Context: an optimization exercise on an open-source flow, tuned for small area. The choices shown serve that exercise and are no tape-out recipe. Only simulation tests tie the RTL to the original design; equivalence was not proved. The clock port is modelled as an ideal driver; clocking choices that lean on that would not hold on a real chip. Power is estimated from default activity; no workload was simulated.

===== design.v =====
`timescale 1ns / 1ps
module color_find #(
    parameter DISPLAY_W = 640,
    parameter DISPLAY_H = 480
) (
    input clk,
    input reset,
    input [9:0] x_pixel,
    input [9:0] y_pixel,
    input [3:0] R,
    input [3:0] G,
    input [3:0] B,
    output logic [1:0] USER
);
    localparam N = 22;
    wire [9:0] x = x_pixel, y = y_pixel;
    wire z0, z1, z2, lo_n, pt_n, y5_8_n, x79_n, y5_8_z, y4_7_n;
    wire latch_pt, clear_pt, upper;
    g_nor4  u_z0 (.A(x[0]), .B(x[1]), .C(x[2]), .D(x[3]), .Y(z0));
    g_nor4  u_z1 (.A(x[4]), .B(x[5]), .C(x[6]), .D(y[0]), .Y(z1));
    g_nor4  u_z2 (.A(y[1]), .B(y[2]), .C(y[3]), .D(y[4]), .Y(z2));
    g_nor2  u_lo (.A(x[8]), .B(y[9]), .Y(lo_n));
    g_nand4 u_pt (.A(z0), .B(z1), .C(z2), .D(lo_n), .Y(pt_n));
    g_nand4 u_y5 (.A(y[8]), .B(y[7]), .C(y[6]), .D(y[5]), .Y(y5_8_n));
    g_nand2 u_x7 (.A(x[9]), .B(x[7]), .Y(x79_n));
    g_nor3  u_lt (.A(pt_n), .B(y5_8_n), .C(x79_n), .Y(latch_pt));
    g_nor4  u_yz (.A(y[8]), .B(y[7]), .C(y[6]), .D(y[5]), .Y(y5_8_z));
    g_nor4b u_cl (.A(pt_n), .B(x[9]), .C(x[7]), .D_N(y5_8_z), .Y(clear_pt));
    g_nand4 u_y4 (.A(y[7]), .B(y[6]), .C(y[5]), .D(y[4]), .Y(y4_7_n));
    g_nor3b u_up (.A(y[9]), .B(y[8]), .C_N(y4_7_n), .Y(upper));
    reg zero;
    wire zero_d;
    g_a21o u_zd (.A1(zero), .A2(latch_pt), .B1(clear_pt), .X(zero_d));
    always_ff @(posedge clk, posedge reset) begin
        if (reset) zero <= 1'b1;
        else zero <= zero_d;
    end
    wire en_b, en_r;
    color_cls u_cls (
        .lt(latch_pt),
        .r3(R[3]), .r2(R[2]), .r1(R[1]), .r0(R[0]),
        .g3(G[3]), .g2(G[2]), .g1(G[1]), .g0(G[0]),
        .b3(B[3]), .b2(B[2]), .b1(B[1]), .b0(B[0]),
        .en_red(en_r), .en_blue(en_b)
    );
    reg  [N-2:0] cnt_b, cnt_r;   
    reg          par_b, par_r;   
    wire [N-2:0] nx_b, nx_r;
    wire         npar_b, npar_r;
    gcnt_next u_nb (.c(cnt_b), .par(par_b), .en(en_b), .dn(upper), .zero(zero),
                    .d(nx_b), .npar(npar_b));
    gcnt_next u_nr (.c(cnt_r), .par(par_r), .en(en_r), .dn(upper), .zero(zero),
                    .d(nx_r), .npar(npar_r));
    always_ff @(posedge clk) begin
        cnt_b <= nx_b;
        cnt_r <= nx_r;
        par_b <= npar_b;
        par_r <= npar_r;
    end
    wire user_en;
    wire [1:0] user_d;
    g_nor2b u_ue (.A(reset), .B_N(latch_pt), .Y(user_en));
    g_nor2b u_u0 (.A(zero), .B_N(cnt_b[N-2]), .Y(user_d[0]));
    g_nor2b u_u1 (.A(zero), .B_N(cnt_r[N-2]), .Y(user_d[1]));
    always_ff @(posedge clk) begin
        if (user_en) USER <= user_d;
    end
endmodule
module gcnt_next (
    input  [20:0] c,
    input         par,
    input         en,
    input         dn,
    input         zero,
    output [20:0] d,
    output        npar
);
    wire pz, m;
    g_nor2b u_pz (.A(zero), .B_N(par), .Y(pz));
    g_xor2  u_np (.A(en), .B(pz), .X(npar));
    g_xor2  u_m  (.A(dn), .B(pz), .X(m));
    wire [20:0] w;
    wire [19:1] fl;
    g_nand2 u_w0 (.A(en), .B(m), .Y(w[0]));
    genvar i;
    generate
        for (i = 1; i <= 20; i = i + 1) begin : g_bit
            if (i % 2 == 1) begin : g_odd
                g_nor2 u_w (.A(w[i-1]), .B(c[i-1]), .Y(w[i]));
                g_nor2 u_f (.A(w[i-1]), .B(w[i]), .Y(fl[i]));
            end else begin : g_even
                wire f;
                g_nand2 u_f (.A(w[i-1]), .B(c[i-1]), .Y(f));
                g_nand2 u_w (.A(w[i-1]), .B(f), .Y(w[i]));
                if (i < 20) begin : g_f
                    assign fl[i] = f;
                end
            end
            if (i < 20) begin : g_d
                wire nx;   
                if (i % 2 == 1) begin : g_x
                    g_xnor2 u_x (.A(c[i]), .B(fl[i]), .Y(nx));
                end else begin : g_x
                    g_xor2  u_x (.A(c[i]), .B(fl[i]), .X(nx));
                end
                g_nor2 u_d (.A(zero), .B(nx), .Y(d[i]));
            end
        end
    endgenerate
    wire f0, cz0;
    g_nor2b u_f0 (.A(m), .B_N(en), .Y(f0));
    g_nor2b u_c0 (.A(zero), .B_N(c[0]), .Y(cz0));
    g_xor2  u_d0 (.A(cz0), .B(f0), .X(d[0]));
    wire nx20, ns20;
    g_xor2  u_x20 (.A(c[20]), .B(w[20]), .X(nx20));
    g_nand3 u_s20 (.A(zero), .B(en), .C(dn), .Y(ns20));
    g_o21ai u_d20 (.A1(nx20), .A2(zero), .B1(ns20), .Y(d[20]));
endmodule
module color_cls (input lt, r3, r2, r1, r0, g3, g2, g1, g0, b3, b2, b1, b0, output en_red, en_blue);
  wire new_n16, new_n17, new_n18, new_n19, new_n20, new_n21, new_n22, new_n23, new_n24, new_n25, new_n26, new_n27, new_n28, new_n29, new_n30, new_n31, new_n32, new_n33, new_n34, new_n35, new_n36, new_n37, new_n38, new_n39, new_n40, new_n41, new_n42, new_n43, new_n44, new_n45, new_n46, new_n47, new_n48, new_n49, new_n50, new_n51, new_n52, new_n53, new_n54, new_n55, new_n56, new_n57, new_n58, new_n59, new_n60, new_n61, new_n62, new_n63, new_n64, new_n65, new_n66, new_n67, new_n68, new_n69, new_n70, new_n71, new_n72, new_n73, new_n74, new_n75, new_n76, new_n77, new_n78, new_n79, new_n80, new_n81, new_n82, new_n83, new_n84, new_n85, new_n86, new_n87, new_n88, new_n89, new_n90, new_n91, new_n92, new_n93, new_n94, new_n95, new_n96, new_n97, new_n98, new_n99, new_n100, new_n101, new_n102, new_n103, new_n104, new_n105, new_n106, new_n107, new_n108, new_n109, new_n110, new_n111, new_n112, new_n113, new_n114, new_n115, new_n116, new_n117, new_n118, new_n119, new_n120, new_n121, new_n122, new_n123, new_n124, new_n125, new_n126, new_n127, new_n128, new_n129, new_n130, new_n131, new_n132, new_n133;
  g_clkinv u_0 (.A(g0), .Y(new_n16));
  g_nand2 u_1 (.A(new_n16), .B(b0), .Y(new_n17));
  g_clkinv u_2 (.A(b1), .Y(new_n18));
  g_clkinv u_3 (.A(g1), .Y(new_n19));
  g_a22oi u_4 (.A1(g1), .A2(new_n18), .B1(new_n19), .B2(b1), .Y(new_n20));
  g_nand2 u_5 (.A(new_n17), .B(new_n20), .Y(new_n21));
  g_o21ai u_6 (.A1(new_n17), .A2(new_n20), .B1(new_n21), .Y(new_n22));
  g_o21ai u_7 (.A1(new_n19), .A2(b1), .B1(new_n21), .Y(new_n23));
  g_clkinv u_8 (.A(b2), .Y(new_n24));
  g_clkinv u_9 (.A(g2), .Y(new_n25));
  g_a22oi u_10 (.A1(g2), .A2(new_n24), .B1(new_n25), .B2(b2), .Y(new_n26));
  g_nand2 u_11 (.A(new_n23), .B(new_n26), .Y(new_n27));
  g_o21ai u_12 (.A1(new_n23), .A2(new_n26), .B1(new_n27), .Y(new_n28));
  g_nor2 u_13 (.A(new_n22), .B(new_n28), .Y(new_n29));
  g_clkinv u_14 (.A(new_n29), .Y(new_n30));
  g_clkinv u_15 (.A(r0), .Y(new_n31));
  g_clkinv u_16 (.A(b3), .Y(new_n32));
  g_clkinv u_17 (.A(g3), .Y(new_n33));
  g_o22ai u_18 (.A1(g3), .A2(b3), .B1(new_n33), .B2(new_n32), .Y(new_n34));
  g_o21a u_19 (.A1(new_n25), .A2(b2), .B1(new_n27), .X(new_n35));
  g_nand2 u_20 (.A(new_n34), .B(new_n35), .Y(new_n36));
  g_o21ai u_21 (.A1(g3), .A2(new_n32), .B1(new_n36), .Y(new_n37));
  g_o21ai u_22 (.A1(new_n31), .A2(g0), .B1(new_n37), .Y(new_n38));
  g_clkinv u_23 (.A(r1), .Y(new_n39));
  g_a22oi u_24 (.A1(r1), .A2(new_n19), .B1(new_n39), .B2(g1), .Y(new_n40));
  g_o21ai u_25 (.A1(r0), .A2(new_n16), .B1(new_n40), .Y(new_n41));
  g_o21ai u_26 (.A1(new_n16), .A2(b0), .B1(new_n17), .Y(new_n42));
  g_a21oi u_27 (.A1(new_n31), .A2(g0), .B1(new_n38), .Y(new_n43));
  g_or2 u_28 (.A(new_n22), .B(new_n43), .X(new_n44));
  g_nand2b u_29 (.A_N(new_n44), .B(new_n42), .Y(new_n45));
  g_nand2 u_30 (.A(new_n28), .B(new_n45), .Y(new_n46));
  g_nand2 u_31 (.A(new_n30), .B(new_n46), .Y(new_n47));
  g_o21ai u_32 (.A1(new_n34), .A2(new_n35), .B1(new_n36), .Y(new_n48));
  g_nor2b u_33 (.A(b3), .B_N(r3), .Y(new_n49));
  g_clkinv u_34 (.A(r2), .Y(new_n50));
  g_o22ai u_35 (.A1(new_n39), .A2(b1), .B1(r1), .B2(new_n18), .Y(new_n51));
  g_a21oi u_36 (.A1(new_n31), .A2(b0), .B1(new_n51), .Y(new_n52));
  g_o21bai u_37 (.A1(new_n39), .A2(b1), .B1_N(new_n52), .Y(new_n53));
  g_a22oi u_38 (.A1(r2), .A2(new_n24), .B1(new_n50), .B2(b2), .Y(new_n54));
  g_nand2 u_39 (.A(new_n53), .B(new_n54), .Y(new_n55));
  g_o21ai u_40 (.A1(new_n50), .A2(b2), .B1(new_n55), .Y(new_n56));
  g_a21o u_41 (.A1(new_n49), .A2(new_n56), .B1(new_n37), .X(new_n57));
  g_clkinv u_42 (.A(new_n48), .Y(new_n58));
  g_o21a u_43 (.A1(new_n31), .A2(b0), .B1(new_n51), .X(new_n59));
  g_nor2 u_44 (.A(new_n52), .B(new_n59), .Y(new_n60));
  g_o21ai u_45 (.A1(new_n53), .A2(new_n54), .B1(new_n55), .Y(new_n61));
  g_clkinv u_46 (.A(new_n61), .Y(new_n62));
  g_nor2 u_47 (.A(new_n60), .B(new_n62), .Y(new_n63));
  g_nor2 u_48 (.A(new_n58), .B(new_n63), .Y(new_n64));
  g_nor2 u_49 (.A(new_n29), .B(new_n64), .Y(new_n65));
  g_nor2 u_50 (.A(new_n30), .B(new_n61), .Y(new_n66));
  g_nor2 u_51 (.A(new_n65), .B(new_n66), .Y(new_n67));
  g_nor2 u_52 (.A(new_n44), .B(new_n67), .Y(new_n68));
  g_clkinv u_53 (.A(new_n68), .Y(new_n69));
  g_o22ai u_54 (.A1(r3), .A2(new_n32), .B1(new_n49), .B2(new_n56), .Y(new_n70));
  g_clkinv u_55 (.A(new_n70), .Y(new_n71));
  g_nor3 u_56 (.A(r3), .B(new_n32), .C(new_n56), .Y(new_n72));
  g_a2111oi u_57 (.A1(new_n60), .A2(new_n67), .B1(new_n63), .C1(new_n71), .D1(new_n72), .Y(new_n73));
  g_o22ai u_58 (.A1(new_n50), .A2(g2), .B1(r2), .B2(new_n25), .Y(new_n74));
  g_clkinv u_59 (.A(b0), .Y(new_n75));
  g_o21ai u_60 (.A1(r0), .A2(new_n75), .B1(new_n59), .Y(new_n76));
  g_o311a u_61 (.A1(new_n25), .A2(g1), .A3(g0), .B1(new_n76), .C1(new_n44), .X(new_n77));
  g_nor4 u_62 (.A(b2), .B(b0), .C(new_n74), .D(new_n77), .Y(new_n78));
  g_nand3 u_63 (.A(new_n33), .B(new_n32), .C(new_n78), .Y(new_n79));
  g_o21ai u_64 (.A1(new_n31), .A2(b0), .B1(new_n52), .Y(new_n80));
  g_nor2 u_65 (.A(r3), .B(new_n33), .Y(new_n81));
  g_o21ai u_66 (.A1(g2), .A2(new_n19), .B1(new_n77), .Y(new_n82));
  g_o21a u_67 (.A1(new_n33), .A2(new_n32), .B1(new_n82), .X(new_n83));
  g_or4 u_68 (.A(new_n67), .B(new_n81), .C(new_n78), .D(new_n83), .X(new_n84));
  g_nand3 u_69 (.A(new_n79), .B(new_n80), .C(new_n84), .Y(new_n85));
  g_o21ai u_70 (.A1(new_n63), .A2(new_n73), .B1(new_n85), .Y(new_n86));
  g_clkinv u_71 (.A(new_n86), .Y(new_n87));
  g_nor2 u_72 (.A(new_n42), .B(new_n87), .Y(new_n88));
  g_clkinv u_73 (.A(new_n43), .Y(new_n89));
  g_clkinv u_74 (.A(new_n74), .Y(new_n90));
  g_o21ai u_75 (.A1(new_n39), .A2(g1), .B1(new_n41), .Y(new_n91));
  g_nand2 u_76 (.A(new_n90), .B(new_n91), .Y(new_n92));
  g_o21ai u_77 (.A1(new_n90), .A2(new_n91), .B1(new_n92), .Y(new_n93));
  g_nor4 u_78 (.A(new_n38), .B(new_n40), .C(new_n93), .D(new_n89), .Y(new_n94));
  g_a311oi u_79 (.A1(new_n89), .A2(new_n58), .A3(new_n46), .B1(new_n70), .C1(new_n94), .Y(new_n95));
  g_o21a u_80 (.A1(new_n57), .A2(new_n88), .B1(new_n95), .X(new_n96));
  g_o21a u_81 (.A1(new_n50), .A2(g2), .B1(new_n92), .X(new_n97));
  g_a21oi u_82 (.A1(r3), .A2(new_n33), .B1(new_n81), .Y(new_n98));
  g_a211oi u_83 (.A1(new_n97), .A2(new_n98), .B1(new_n73), .C1(new_n81), .Y(new_n99));
  g_nor2 u_84 (.A(new_n99), .B(new_n96), .Y(new_n100));
  g_nand3 u_85 (.A(new_n93), .B(new_n86), .C(new_n100), .Y(new_n101));
  g_o221ai u_86 (.A1(new_n57), .A2(new_n69), .B1(new_n62), .B2(new_n96), .C1(new_n101), .Y(new_n102));
  g_nand2 u_87 (.A(new_n97), .B(new_n98), .Y(new_n103));
  g_o21ai u_88 (.A1(new_n97), .A2(new_n98), .B1(new_n103), .Y(new_n104));
  g_o221ai u_89 (.A1(new_n29), .A2(new_n64), .B1(new_n57), .B2(new_n68), .C1(new_n104), .Y(new_n105));
  g_nor2 u_90 (.A(new_n45), .B(new_n87), .Y(new_n106));
  g_o22ai u_91 (.A1(new_n48), .A2(new_n102), .B1(new_n105), .B2(new_n106), .Y(new_n107));
  g_nor2 u_92 (.A(new_n37), .B(new_n107), .Y(new_n108));
  g_nor2 u_93 (.A(new_n47), .B(new_n108), .Y(new_n109));
  g_o22ai u_94 (.A1(new_n42), .A2(new_n47), .B1(new_n48), .B2(new_n109), .Y(new_n110));
  g_nor2 u_95 (.A(new_n38), .B(new_n110), .Y(new_n111));
  g_o22ai u_96 (.A1(new_n38), .A2(new_n40), .B1(new_n41), .B2(new_n111), .Y(new_n112));
  g_nor2 u_97 (.A(new_n41), .B(new_n111), .Y(new_n113));
  g_o21ai u_98 (.A1(new_n102), .A2(new_n107), .B1(new_n106), .Y(new_n114));
  g_o311ai u_99 (.A1(new_n89), .A2(new_n66), .A3(new_n113), .B1(new_n104), .C1(new_n114), .Y(new_n115));
  g_or3 u_100 (.A(new_n63), .B(new_n73), .C(new_n76), .X(new_n116));
  g_nor2 u_101 (.A(new_n102), .B(new_n107), .Y(new_n117));
  g_a21oi u_102 (.A1(new_n80), .A2(new_n117), .B1(new_n95), .Y(new_n118));
  g_o211ai u_103 (.A1(new_n47), .A2(new_n108), .B1(new_n116), .C1(new_n44), .Y(new_n119));
  g_a21oi u_104 (.A1(new_n112), .A2(new_n119), .B1(new_n115), .Y(new_n120));
  g_o21ai u_105 (.A1(new_n48), .A2(new_n102), .B1(new_n120), .Y(new_n121));
  g_nor2 u_106 (.A(new_n118), .B(new_n121), .Y(new_n122));
  g_nor2 u_107 (.A(new_n72), .B(new_n122), .Y(new_n123));
  g_nand2 u_108 (.A(new_n64), .B(new_n123), .Y(new_n124));
  g_nor2 u_109 (.A(new_n70), .B(new_n99), .Y(new_n125));
  g_a21oi u_110 (.A1(new_n110), .A2(new_n125), .B1(new_n37), .Y(new_n126));
  g_a31o u_111 (.A1(new_n100), .A2(new_n116), .A3(new_n124), .B1(new_n126), .X(new_n127));
  g_a31oi u_112 (.A1(new_n30), .A2(new_n112), .A3(new_n115), .B1(new_n127), .Y(new_n128));
  g_o21ai u_113 (.A1(new_n80), .A2(new_n105), .B1(new_n70), .Y(new_n129));
  g_a21oi u_114 (.A1(new_n118), .A2(new_n121), .B1(new_n108), .Y(new_n130));
  g_nor2 u_115 (.A(new_n72), .B(new_n130), .Y(new_n131));
  g_o21ai u_116 (.A1(new_n110), .A2(new_n114), .B1(new_n131), .Y(new_n132));
  g_o21ai u_117 (.A1(new_n122), .A2(new_n129), .B1(new_n132), .Y(new_n133));
  g_nor3 u_118 (.A(new_n128), .B(new_n133), .C(lt), .Y(en_red));
  g_a211oi u_119 (.A1(new_n123), .A2(new_n132), .B1(new_n127), .C1(lt), .Y(en_blue));
endmodule
module g_a2111oi (input A1, input A2, input B1, input C1, input D1, output Y);
  assign Y = (~A1&~B1&~C1&~D1) | (~A2&~B1&~C1&~D1);
endmodule
module g_a211oi (input A1, input A2, input B1, input C1, output Y);
  assign Y = (~A1&~B1&~C1) | (~A2&~B1&~C1);
endmodule
module g_a21o (input A1, input A2, input B1, output X);
  assign X = (A1&A2) | (B1);
endmodule
module g_a21oi (input A1, input A2, input B1, output Y);
  assign Y = (~A1&~B1) | (~A2&~B1);
endmodule
module g_a22oi (input A1, input A2, input B1, input B2, output Y);
  assign Y = (~A1&~B1) | (~A1&~B2) | (~A2&~B1) | (~A2&~B2);
endmodule
module g_a311oi (input A1, input A2, input A3, input B1, input C1, output Y);
  assign Y = (~A1&~B1&~C1) | (~A2&~B1&~C1) | (~A3&~B1&~C1);
endmodule
module g_a31o (input A1, input A2, input A3, input B1, output X);
  assign X = (A1&A2&A3) | (B1);
endmodule
module g_a31oi (input A1, input A2, input A3, input B1, output Y);
  assign Y = (~A1&~B1) | (~A2&~B1) | (~A3&~B1);
endmodule
module g_clkinv (input A, output Y);
  assign Y = (~A);
endmodule
module g_nand2 (input A, input B, output Y);
  assign Y = (~A) | (~B);
endmodule
module g_nand2b (input A_N, input B, output Y);
  assign Y = (A_N) | (~B);
endmodule
module g_nand3 (input A, input B, input C, output Y);
  assign Y = (~A) | (~B) | (~C);
endmodule
module g_nand4 (input A, input B, input C, input D, output Y);
  assign Y = (~A) | (~B) | (~C) | (~D);
endmodule
module g_nor2 (input A, input B, output Y);
  assign Y = (~A&~B);
endmodule
module g_nor2b (input A, input B_N, output Y);
  assign Y = (~A&B_N);
endmodule
module g_nor3 (input A, input B, input C, output Y);
  assign Y = (~A&~B&~C);
endmodule
module g_nor3b (input A, input B, input C_N, output Y);
  assign Y = (~A&~B&C_N);
endmodule
module g_nor4 (input A, input B, input C, input D, output Y);
  assign Y = (~A&~B&~C&~D);
endmodule
module g_nor4b (input A, input B, input C, input D_N, output Y);
  assign Y = (~A&~B&~C&D_N);
endmodule
module g_o211ai (input A1, input A2, input B1, input C1, output Y);
  assign Y = (~A1&~A2) | (~B1) | (~C1);
endmodule
module g_o21a (input A1, input A2, input B1, output X);
  assign X = (A1&B1) | (A2&B1);
endmodule
module g_o21ai (input A1, input A2, input B1, output Y);
  assign Y = (~A1&~A2) | (~B1);
endmodule
module g_o21bai (input A1, input A2, input B1_N, output Y);
  assign Y = (~A1&~A2) | (B1_N);
endmodule
module g_o221ai (input A1, input A2, input B1, input B2, input C1, output Y);
  assign Y = (~B1&~B2) | (~A1&~A2) | (~C1);
endmodule
module g_o22ai (input A1, input A2, input B1, input B2, output Y);
  assign Y = (~B1&~B2) | (~A1&~A2);
endmodule
module g_o311a (input A1, input A2, input A3, input B1, input C1, output X);
  assign X = (A1&B1&C1) | (A2&B1&C1) | (A3&B1&C1);
endmodule
module g_o311ai (input A1, input A2, input A3, input B1, input C1, output Y);
  assign Y = (~A1&~A2&~A3) | (~B1) | (~C1);
endmodule
module g_or2 (input A, input B, output X);
  assign X = (A) | (B);
endmodule
module g_or3 (input A, input B, input C, output X);
  assign X = (A) | (B) | (C);
endmodule
module g_or4 (input A, input B, input C, input D, output X);
  assign X = (A) | (B) | (C) | (D);
endmodule
module g_xnor2 (input A, input B, output Y);
  assign Y = (~A&~B) | (A&B);
endmodule
module g_xor2 (input A, input B, output X);
  assign X = (A&~B) | (~A&B);
endmodule

===== standard.sh =====
#!/bin/bash
# synth_recipe.tcl (not shown) runs the flow's synth.tcl, then flattens the netlist and writes it again
# the make line also repeats each setting of config.mk as NAME=value (left out here)
make -C /OpenROAD-flow-scripts/flow DESIGN_CONFIG=/design/flow/config.mk WORK_HOME=/design/flow/orfs CLKGATE_MAP_FILE= SYNTH_SCRIPT=/design/flow/synth_recipe.tcl "${@:-finish}"

===== flow/run.sh =====
#!/bin/bash
# Standard ORFS layout with two changes:
#  - synthesis maps with flow/abc_area.script (area-oriented ABC mapping, no
#    ABC buffering/upsizing); everything else in synthesis is the standard flow's own
#    standard synthesis (synth_recipe.tcl), so registers are unchanged;
#  - no full-adder extraction, buf_1 port buffers and a smaller clock
#    tree (flow/extra.mk).
set -euo pipefail
rm -rf scripts_mod
cp -r "$FLOW_HOME/scripts" scripts_mod
cp flow/abc_area.script scripts_mod/abc_area.script
cat flow/extra.mk >> config.mk
if [[ -f flow/pre_cts.tcl ]]; then echo "export PRE_CTS_TCL = $PWD/flow/pre_cts.tcl" >> config.mk; fi
export SCRIPTS_DIR="$PWD/scripts_mod"
bash standard.sh > standard.log 2>&1

===== flow/abc_area.script =====
strash
dch
amap
topo

===== flow/pre_cts.tcl =====
# Clock buffers placed by hand: the flip-flops are split by x into
# 3 groups of equal size; each group gets one sky130_fd_sc_hd__clkbuf_8 at its middle,
# driven by the clock port.
set ffs {}
foreach inst [[ord::get_db_block] getInsts] {
  if { [[$inst getMaster] isSequential] } {
    set loc [$inst getLocation]
    lappend ffs [list [lindex $loc 0] [lindex $loc 1] $inst]
  }
}
set ffs [lsort -integer -index 0 $ffs]
set n [llength $ffs]
set k 3
set dbu [[ord::get_db_tech] getDbUnitsPerMicron]
for { set g 0 } { $g < $k } { incr g } {
  set lo [expr { $g * $n / $k }]
  set hi [expr { ($g + 1) * $n / $k }]
  set xs 0; set ys 0; set pins {}
  for { set i $lo } { $i < $hi } { incr i } {
    set e [lindex $ffs $i]
    set xs [expr { $xs + [lindex $e 0] }]
    set ys [expr { $ys + [lindex $e 1] }]
    set inst [lindex $e 2]
    foreach it [$inst getITerms] {
      if { [[$it getMTerm] getSigType] == "CLOCK" || [[$it getMTerm] getName] == "CLK" } {
        lappend pins [get_pins [$inst getName]/[[$it getMTerm] getName]]
      }
    }
  }
  set m [expr { $hi - $lo }]
  set x [expr { $xs / $m / double($dbu) }]
  set y [expr { $ys / $m / double($dbu) }]
  puts "pre_cts: group $g: $m flip-flops, [llength $pins] clock pins, buffer at $x $y"
  insert_buffer -buffer_cell sky130_fd_sc_hd__clkbuf_8 -net clk -load_pins $pins -buffer_name clkbuf_g$g -location [list $x $y]
}

===== flow/extra.mk =====
# no full-adder extraction: ABC maps all logic
export ADDER_MAP_FILE =
# small buffers on the ports (the standard flow picks clkdlybuf4s50_1)
export BUFFER_PORTS_ARGS = -buffer_cell sky130_fd_sc_hd__buf_1
# smaller clock tree, no dummy loads
export CTS_ARGS = -sink_clustering_enable -repair_clock_nets -dont_use_dummy_load -buf_list sky130_fd_sc_hd__clkbuf_8 -root_buf sky130_fd_sc_hd__clkbuf_8

===== constraint.sdc =====
create_clock -name core_clock -period 160.0 [get_ports {clk}]
set_input_delay 32.0000 -clock core_clock [delete_from_list [all_inputs] [get_ports {clk}]]
set_output_delay 32.0000 -clock core_clock [all_outputs]
set_load 0.01 [all_outputs]

===== config.mk =====
export PLATFORM = sky130hd
export DESIGN_NAME = color_find
export DESIGN_NICKNAME = color_find
export VERILOG_FILES = /design/flow/design.v
export SDC_FILE = /design/flow/constraint.sdc
export NUM_CORES = 4
export LEC_CHECK = 0
export ABC_AREA = 1
export CAP_MARGIN = 20
export CORE_MARGIN = 2
export CORE_UTILIZATION = 70
export SLEW_MARGIN = 20
export SYNTH_HIERARCHICAL = 1
export SYNTH_MINIMUM_KEEP_SIZE = 0
# no full-adder extraction: ABC maps all logic
export ADDER_MAP_FILE =
# small buffers on the ports (the standard flow picks clkdlybuf4s50_1)
export BUFFER_PORTS_ARGS = -buffer_cell sky130_fd_sc_hd__buf_1
# smaller clock tree, no dummy loads
export CTS_ARGS = -sink_clustering_enable -repair_clock_nets -dont_use_dummy_load -buf_list sky130_fd_sc_hd__clkbuf_8 -root_buf sky130_fd_sc_hd__clkbuf_8
export PRE_CTS_TCL = /design/flow/flow/pre_cts.tcl

==> results.cfg, run 1 <==
[grt]
grt-ovfl-total = 0
grt_max_degree = 50
antenna_found_initial = 0
grt_pass1_vias = 2393
gr-usage-all-layers_pct = 25.49
grt_pass1_wl_um = 9073

[timing]
hold_violations = 0
finalSetupTns_ns = 0
setup_viol = 0
fmax_mhz = 24.07
finalCriticalPeriod_ns = 41.55
slew_headroom_pct = 43.88
holdWs_ns = 0.5377
slew_violations = 0
worst_slew_pin_slew_ns = 0.8419
rsz0062_at_grt = false
fin_skew_ns = 0.004748
period_share_pct = 25.97

[worst_setup_path]
rr_worst_depth = 35
setup.worst_path.start_class = primary input
r2r_slack_ns = 154.96
crit_path_frequent_cell = nand2_1
critPathSlowestCell = a211oi_1
crit_fanout = 5
critPathKind = in2reg
rr_endpoint = cnt_r[20]$_DFF_P_
worstPathArrival_ns = 41.56
cp_slowest_stage_delay_ns = 0.45
setup.worst_path.end_class = flop
timing.rr.start = zero$_DFF_PP1_
crit_buf_inv = 3
required_ns = 160.01
crit_family = simple AND/OR/NAND/NOR gates

[worst_hold_path]
min_path_type = reg2reg
whs_path_depth = 2
worstHoldEndpoint = cnt_r[8]$_DFF_P_
min_from = cnt_r[8]$_DFF_P_

[floorplan]
io_pins = 36
die_width_um = 64.96
start_util_pct = 72.14
die_h_um = 64.96
rows = 22
coreArea_mm2 = 0.003606
die_area_mm2 = 0.004220

[place]
dp_hpwl_um = 4003
place_congestion = 0.9513
io_buffers = 35

[power]
p_int_mw = 0.02477
switching_power_mw = 0.01317
ir_drop_mv = 0.01178
p_comb_share_pct = 32.9
p_per_area_mw_per_mm2 = 13.39
p_seq_share_pct = 55.2
swShare_pct = 34.71
leakage_nw = 1.068
power_frac_clock_pct = 11.9

[synth]
ys_ff_latch = 47
syn_area_mm2 = 0.002601
avgSynthCellArea_um2 = 6.407
synth_cell_types = 33
synth_nets = 440
syn_inst = 406
ys_warn_count = 7
ys_seq_area_share_pct = 37.18

[drt]
vias = 2706
drc = 0
wl_per_cell_um = 10.32
drt-total-wl_um = 5079
vias_per_cell = 5.500
dr.pass1.iters = 5
drt_iter0_markers = 175
ant_nets = 0

[finish]
nets = 480
final_cell_mix = 126 x nor2_1, 73 x nand2_1, 44 x o21ai_0, 44 x dfxtp_1, 35 x buf_1
final_common_cell = nor2_1
fin_util_pct = 78.59
num_antenna_cells = 0
syn2layout_area_growth_pct = 8.947
layout-drive-gt1-share_pct = 0.9009

[clocking]
clkTransAtPathRegs_ns = 0.09
insertion_delay_ns = 0.15
cts_resized = 0
hold_buffers = 0
cts_setup_buffers = 0

[outcome]
status = timing/DRC/antenna clean

[flow_run]
drv_cap = 0
## worst register-to-register path: cells and delay by family (launching register included)
kind / cells / cell delay [ns]
and+or+nand+nor: 32 / 3.40
DFF: 1 / 1.10
AOI/OAI and AO/OA: 3 / 0.41
## routing by layer
layer / share of wire (%) / vias up / wire length [µm] / global-route usage [%]
li1: - / 1478 / - / -
met1: 46 / 1148 / 2332 / 30.08
met2: 48 / 68 / 2461 / 51.42
met3: 4.3 / 12 / 217 / 1.389
met4: 1.3 / 0 / 68 / 2.660
met5: 0 / - / 0 / 0
## Yosys stat by module (local to each module, per instance), excerpt
module     copies in the design  area [µm²]  flops+latches  cells
g_o21bai                      1       7.507              0      1
g_nor2b                      10       6.256              0      1
g_clkinv                     19       3.754              0      1
g_a2111oi                     1       8.758              0      1
g_o311ai                      1       8.758              0      1
g_nand4                       3       6.256              0      1
## cells in the mapped netlist
cell type	number	area, µm²
o311a_1	1	10.01
nand4_1	3	18.77
dfxtp_1	44	880.8
or2_0	1	6.260
or4_1	1	7.510
a31o_1	1	8.760
a2111oi_0	1	8.760
nand2_1	73	274.0
dfstp_2	1	26.28
o21bai_1	1	7.510
nor3_1	3	15.01
nor2_1	126	473.0
o211ai_1	1	7.510
a211oi_1	2	15.01
edfxtp_1	2	60.06
a31oi_1	1	6.260
a22oi_1	4	30.03
a311oi_1	1	8.760
or3_1	1	6.260
nand3_1	5	25.02
a21oi_1	33	165.2
o311ai_0	1	8.760
nand2b_1	1	6.260
o22ai_1	7	43.79
nor4_1	6	37.54
nor4b_1	1	8.760
o21ai_0	44	220.2
clkinv_1	20	75.07
o221ai_1	2	17.52
a21o_1	2	15.01
nor2b_1	10	62.56
o21a_1	5	37.54
nor3b_1	1	7.510
## sequential cells by signal (all words and copies together) (netlist names)
name and count:
USER 2, cnt_b 21, cnt_r 21, par_b 1, par_r 1, zero 1
## power groups by stage
stage / clock, mW / combinational (mW) / sequential [mW]
after floorplan: 0 / 0.0102 / 0.0205
after global placement: 0 / 0.0117 / 0.0210
after detailed placement: 0 / 0.0123 / 0.0212
after CTS: 0.00349 / 0.0124 / 0.0213
after global routing: 0.00506 / 0.0146 / 0.0218
final: 0.00451 / 0.0125 / 0.0210
## worst max-delay path by stage
stage,from,to,cells after the start
floorplan,G[1],cnt_b[20]$_DFF_P_,69
global placement,B[0],cnt_r[20]$_DFF_P_,71
detailed placement,G[1],cnt_b[20]$_DFF_P_,70
CTS,G[1],cnt_b[20]$_DFF_P_,70
global route,G[1],cnt_b[20]$_DFF_P_,70
finish,G[1],cnt_b[20]$_DFF_P_,70
## cell families after synthesis
logic type | share of synthesized area, %
AOI/OAI and AO/OA | 23.47
buffers and inverters | 2.886
DFF | 37.18
and+or+nand+nor | 36.46
## through the flow
step                      cell area, µm²  std cells  worst slack (ns)  power, mW
after floorplan                     2601        406            120.21    0.03066
after global placement              2793        489            118.84    0.03263
after detailed placement            2793        489            118.52    0.03354
after CTS                           2834        492            118.47    0.03720
after global routing                2834        492            116.85    0.04138
final                               2834        492            118.45    0.03794
## area by class of cell, clock buffers not listed
cell class / count / area [µm²]
tap: 48 / 60.06
inverter: 20 / 75.07
sequential: 47 / 967.2
fill: 315 / 772.0
multi-input combinational: 339 / 1559
timing repair buffer: 35 / 131.4
==> run 2, diff against run 1 <==
==> flow/extra.mk (replaced) <==
# no full-adder extraction: ABC maps all logic
export ADDER_MAP_FILE =
# small buffers on the ports (the standard flow picks clkdlybuf4s50_1)
export BUFFER_PORTS_ARGS = -buffer_cell sky130_fd_sc_hd__buf_1
# smaller clock tree, no dummy loads
export CTS_ARGS = -sink_clustering_enable -repair_clock_nets -dont_use_dummy_load -buf_list sky130_fd_sc_hd__clkbuf_4 -root_buf sky130_fd_sc_hd__clkbuf_4
==> flow/pre_cts.tcl (replaced) <==
# Clock buffers placed by hand: the flip-flops are split into 4 groups of
# equal size (halves by x, then each half into halves by y); each group
# gets one sky130_fd_sc_hd__clkbuf_4 at its middle, driven by the clock port.
set ffs {}
foreach inst [[ord::get_db_block] getInsts] {
  if { [[$inst getMaster] isSequential] } {
    set loc [$inst getLocation]
    lappend ffs [list [lindex $loc 0] [lindex $loc 1] $inst]
  }
}
set ffs [lsort -integer -index 0 $ffs]
set n [llength $ffs]
set h [expr { $n / 2 }]
set groups [list]
foreach half [list [lrange $ffs 0 [expr { $h - 1 }]] [lrange $ffs $h end]] {
  set half [lsort -integer -index 1 $half]
  set m [llength $half]
  set q [expr { $m / 2 }]
  lappend groups [lrange $half 0 [expr { $q - 1 }]] [lrange $half $q end]
}
set dbu [[ord::get_db_tech] getDbUnitsPerMicron]
set g 0
foreach grp $groups {
  set xs 0; set ys 0; set pins {}
  foreach e $grp {
    set xs [expr { $xs + [lindex $e 0] }]
    set ys [expr { $ys + [lindex $e 1] }]
    set inst [lindex $e 2]
    foreach it [$inst getITerms] {
      if { [[$it getMTerm] getSigType] == "CLOCK" || [[$it getMTerm] getName] == "CLK" } {
        lappend pins [get_pins [$inst getName]/[[$it getMTerm] getName]]
      }
    }
  }
  set m [llength $grp]
  set x [expr { $xs / $m / double($dbu) }]
  set y [expr { $ys / $m / double($dbu) }]
  puts "pre_cts: group $g: $m flip-flops, [llength $pins] clock pins, buffer at $x $y"
  insert_buffer -buffer_cell sky130_fd_sc_hd__clkbuf_4 -net clk -load_pins $pins -buffer_name clkbuf_g$g -location [list $x $y]
  incr g
}
--- a/config.mk
+++ b/config.mk
@@ -17,5 +17,5 @@
 # small buffers on the ports (the standard flow picks clkdlybuf4s50_1)
 export BUFFER_PORTS_ARGS = -buffer_cell sky130_fd_sc_hd__buf_1
 # smaller clock tree, no dummy loads
-export CTS_ARGS = -sink_clustering_enable -repair_clock_nets -dont_use_dummy_load -buf_list sky130_fd_sc_hd__clkbuf_8 -root_buf sky130_fd_sc_hd__clkbuf_8
+export CTS_ARGS = -sink_clustering_enable -repair_clock_nets -dont_use_dummy_load -buf_list sky130_fd_sc_hd__clkbuf_4 -root_buf sky130_fd_sc_hd__clkbuf_4
 export PRE_CTS_TCL = /design/flow/flow/pre_cts.tcl
==> run 2 against run 1 <==
Effect of this change: global-route usage rose by 0.15 points; wire length rose by 0.79%; critical endpoint unchanged; sequential power barely moved; fmax barely moved; register-to-register slack improved by 0.02 ns; worst setup slack improved by 0.032 ns; hold slack improved by 0.0043 ns; power fell by 1.4%; die area did not move; combinational power barely moved; still clean.
==> results.cfg, run 2 <==
[outcome]
status = timing/DRC/antenna clean

[finish]
num_antenna_cells = 0
reg.largest.list = cnt_b: 21 flops, cnt_r: 21 flops, USER: 2 flops
nets = 481
fill_cells = 319
final_common_cell = nor2_1
fin_util_pct = 78.28
seq_area_um2 = 967.2
layout-drive-gt1-share_pct = 1.124
syn2layout_area_growth_pct = 8.514
multi_input_area_mm2 = 0.001559
final_cells = 493
final_cell_mix = 126 x nor2_1, 73 x nand2_1, 44 x o21ai_0, 44 x dfxtp_1, 35 x buf_1

[worst_hold_path]
min_from = cnt_b[14]$_DFF_P_
worstHoldEndpoint = cnt_b[14]$_DFF_P_
min_path_type = reg2reg
whs_path_depth = 2

[floorplan]
coreArea_mm2 = 0.003606
io_pins = 36
die_h_um = 64.96
start_util_pct = 72.14
die_area_mm2 = 0.004220
die_width_um = 64.96
rows = 22

[timing]
setup_viol = 0
slew_headroom_pct = 44.88
slew_violations = 0
hold_violations = 0
finalSetupTns_ns = 0
fmax_mhz = 24.09
period_share_pct = 25.95
worst_slew_pin_slew_ns = 0.8268
fin_skew_ns = 0.007409
finalCriticalPeriod_ns = 41.52
rsz0062_at_grt = false

[worst_setup_path]
worstPathArrival_ns = 41.56
critPathKind = in2reg
required_ns = 160.04
setup.worst_path.end_class = flop
cp_slowest_stage_delay_ns = 0.44
r2r_slack_ns = 154.98
rr_endpoint = cnt_r[20]$_DFF_P_
crit_fanout = 5
crit_path_frequent_cell = nand2_1
setup.worst_path.start_class = primary input
rr_worst_depth = 35
crit_family = simple AND/OR/NAND/NOR gates
crit_buf_inv = 3
critPathSlowestCell = a211oi_1
timing.rr.start = zero$_DFF_PP1_

[drt]
vias = 2670
drc = 0
dr.pass1.iters = 4
drt_iter0_markers = 168
wl_per_cell_um = 10.38
vias_per_cell = 5.416
ant_nets = 0
drt-total-wl_um = 5119

[clocking]
cts_resized = 0
clkTransAtPathRegs_ns = 0.11
cts_setup_buffers = 0
insertion_delay_ns = 0.17
hold_buffers = 0

[grt]
antenna_found_initial = 0
grt-ovfl-total = 0
grt_pass1_vias = 2387
gr-usage-all-layers_pct = 25.64
grt_max_degree = 50
grt_pass1_wl_um = 9073

[synth]
avgSynthCellArea_um2 = 6.407
synth_ff_type = dfxtp_1
synth_nets = 440
synth_commonest_cells = 126 x nor2_1, 73 x nand2_1, 44 x dfxtp_1, 44 x o21ai_0, 33 x a21oi_1
synth-async-reset-ratio_pct = 2.128
synth.area.top_cells = dfxtp_1 34%, nor2_1 18%, nand2_1 11%
synth_most_common_cell = nor2_1
ys_warn_count = 7
ys_seq_area_share_pct = 37.18
yosys.area.top_type = dfxtp_1
yosys.area.top_type_share_pct = 33.86
synth_cell_types = 33
synth_edf_count = 2
syn_area_mm2 = 0.002601
ys_ff_latch = 47
syn_inst = 406

[place]
io_buffers = 35
dp.cells = 489
dp_hpwl_um = 4003
place_congestion = 0.9513

[power]
p_total_mw = 0.03741
leakage_nw = 1.065
ir_drop_mv = 0.008144
p_per_area_mw_per_mm2 = 13.25

[flow_run]
drv_cap = 0
## run 2: cell type report, clock buffers not listed
type,count,share of cell area [%]
multi-input combinational,339,55.23
sequential,47,34.26
timing repair buffer,35,4.654
inverter,20,2.660
tap,48,2.128
## run 2: per-module statistics from Yosys, one instance, submodules excluded, a selection
module / cell area [µm²] / cells
color_find: 970.9 / 48
g_nor2: 3.754 / 1
g_o21bai: 7.507 / 1
g_o21ai: 5.005 / 1
g_nor3b: 7.507 / 1
g_o211ai: 7.507 / 1
g_xor2: 8.758 / 2
## run 2: worst max-delay path by stage
stage | startpoint | end | cells after the start
6_report | G[1] | cnt_b[20]$_DFF_P_ | 70
3_3_place_gp | B[0] | cnt_r[20]$_DFF_P_ | 71
5_1_grt | G[1] | cnt_b[20]$_DFF_P_ | 70
2_1_floorplan | G[1] | cnt_b[20]$_DFF_P_ | 69
3_5_place_dp | G[1] | cnt_b[20]$_DFF_P_ | 70
4_1_cts | G[1] | cnt_b[20]$_DFF_P_ | 70
## run 2: routing by layer
layer / vias to the layer above / track usage, % / share of wire [%]
met5: - / 0 / 0
met4: 0 / 5.851 / 1.9
met3: 11 / 1.215 / 4.0
met2: 62 / 50.13 / 48
met1: 1111 / 30.41 / 46
li1: 1486 / - / -
## run 2: tightest hold or removal path, cell delays in order (launching register included)
cell and delay (ns):
dfxtp_1 0.36, a21oi_1 0.07, nor2_1 0.08
## run 2: through the flow
step | worst slack [ns] | cell area (µm²) | hold slack, ns
5_1_grt | 116.89 | 2823 | 0.5696
2_1_floorplan | 120.21 | 2601 | 0.4970
6_report | 118.48 | 2823 | 0.5420
3_3_place_gp | 118.84 | 2793 | 0.5068
3_5_place_dp | 118.52 | 2793 | 0.5145
4_1_cts | 118.46 | 2823 | 0.5158
## run 2: where the power goes
group / internal [mW] / leakage, nW / total (mW) / switching, mW
logic: 0.00550 / 0.649 / 0.0125 / 0.00698
registers: 0.0175 / 0.397 / 0.0209 / 0.00342
clock network: 0.00120 / 0.0184 / 0.00399 / 0.00278
total: 0.0242 / 1.06 / 0.0374 / 0.0132
## run 2: kinds of logic (layout without fill, tap and decap cells)
family                 after synthesis  after routing  share of synthesized area [%]
AND/OR/NAND/NOR                    232            232                          36.46
flip-flops                          47             47                          37.18
buffers and inverters               20             59                          2.886
AO/OA/AOI/OAI                      107            107                          23.47

re-timing with driven ports:
Ports are ideal in the flow. The routed layouts listed here were re-timed in OpenROAD. Step 1: set_driving_cell puts a clkbuf_16 on clk and a buf_2 on each other input, an assumption about the parent block. Step 2 times the ports against the registers' clock, not the clock port: input delays grow and output delays shrink by t, the midpoint of the rising clock arrivals with the driver on. a / b / c = ideal ports / drivers / drivers and shift; a / b = the first two.
| run | shift t [ns] | setup WS [ns] | worst setup path at the end | clock arrival spread, ns | worst register clock-pin slew, ns |
|---|---|---|---|---|---|
| run 1 | 0.192 | 118.449 / 118.470 / 118.279 | input to register | 0.005 / 0.005 | 0.09 / 0.09 |
| run 2 | 0.214 | 118.481 / 118.504 / 118.290 | input to register | 0.008 / 0.007 | 0.12 / 0.12 |
After both steps every run listed still meets setup and hold. The setup slack of run 2, which loses most, moves by +0.023 ns with the drivers and by -0.191 ns with both steps.
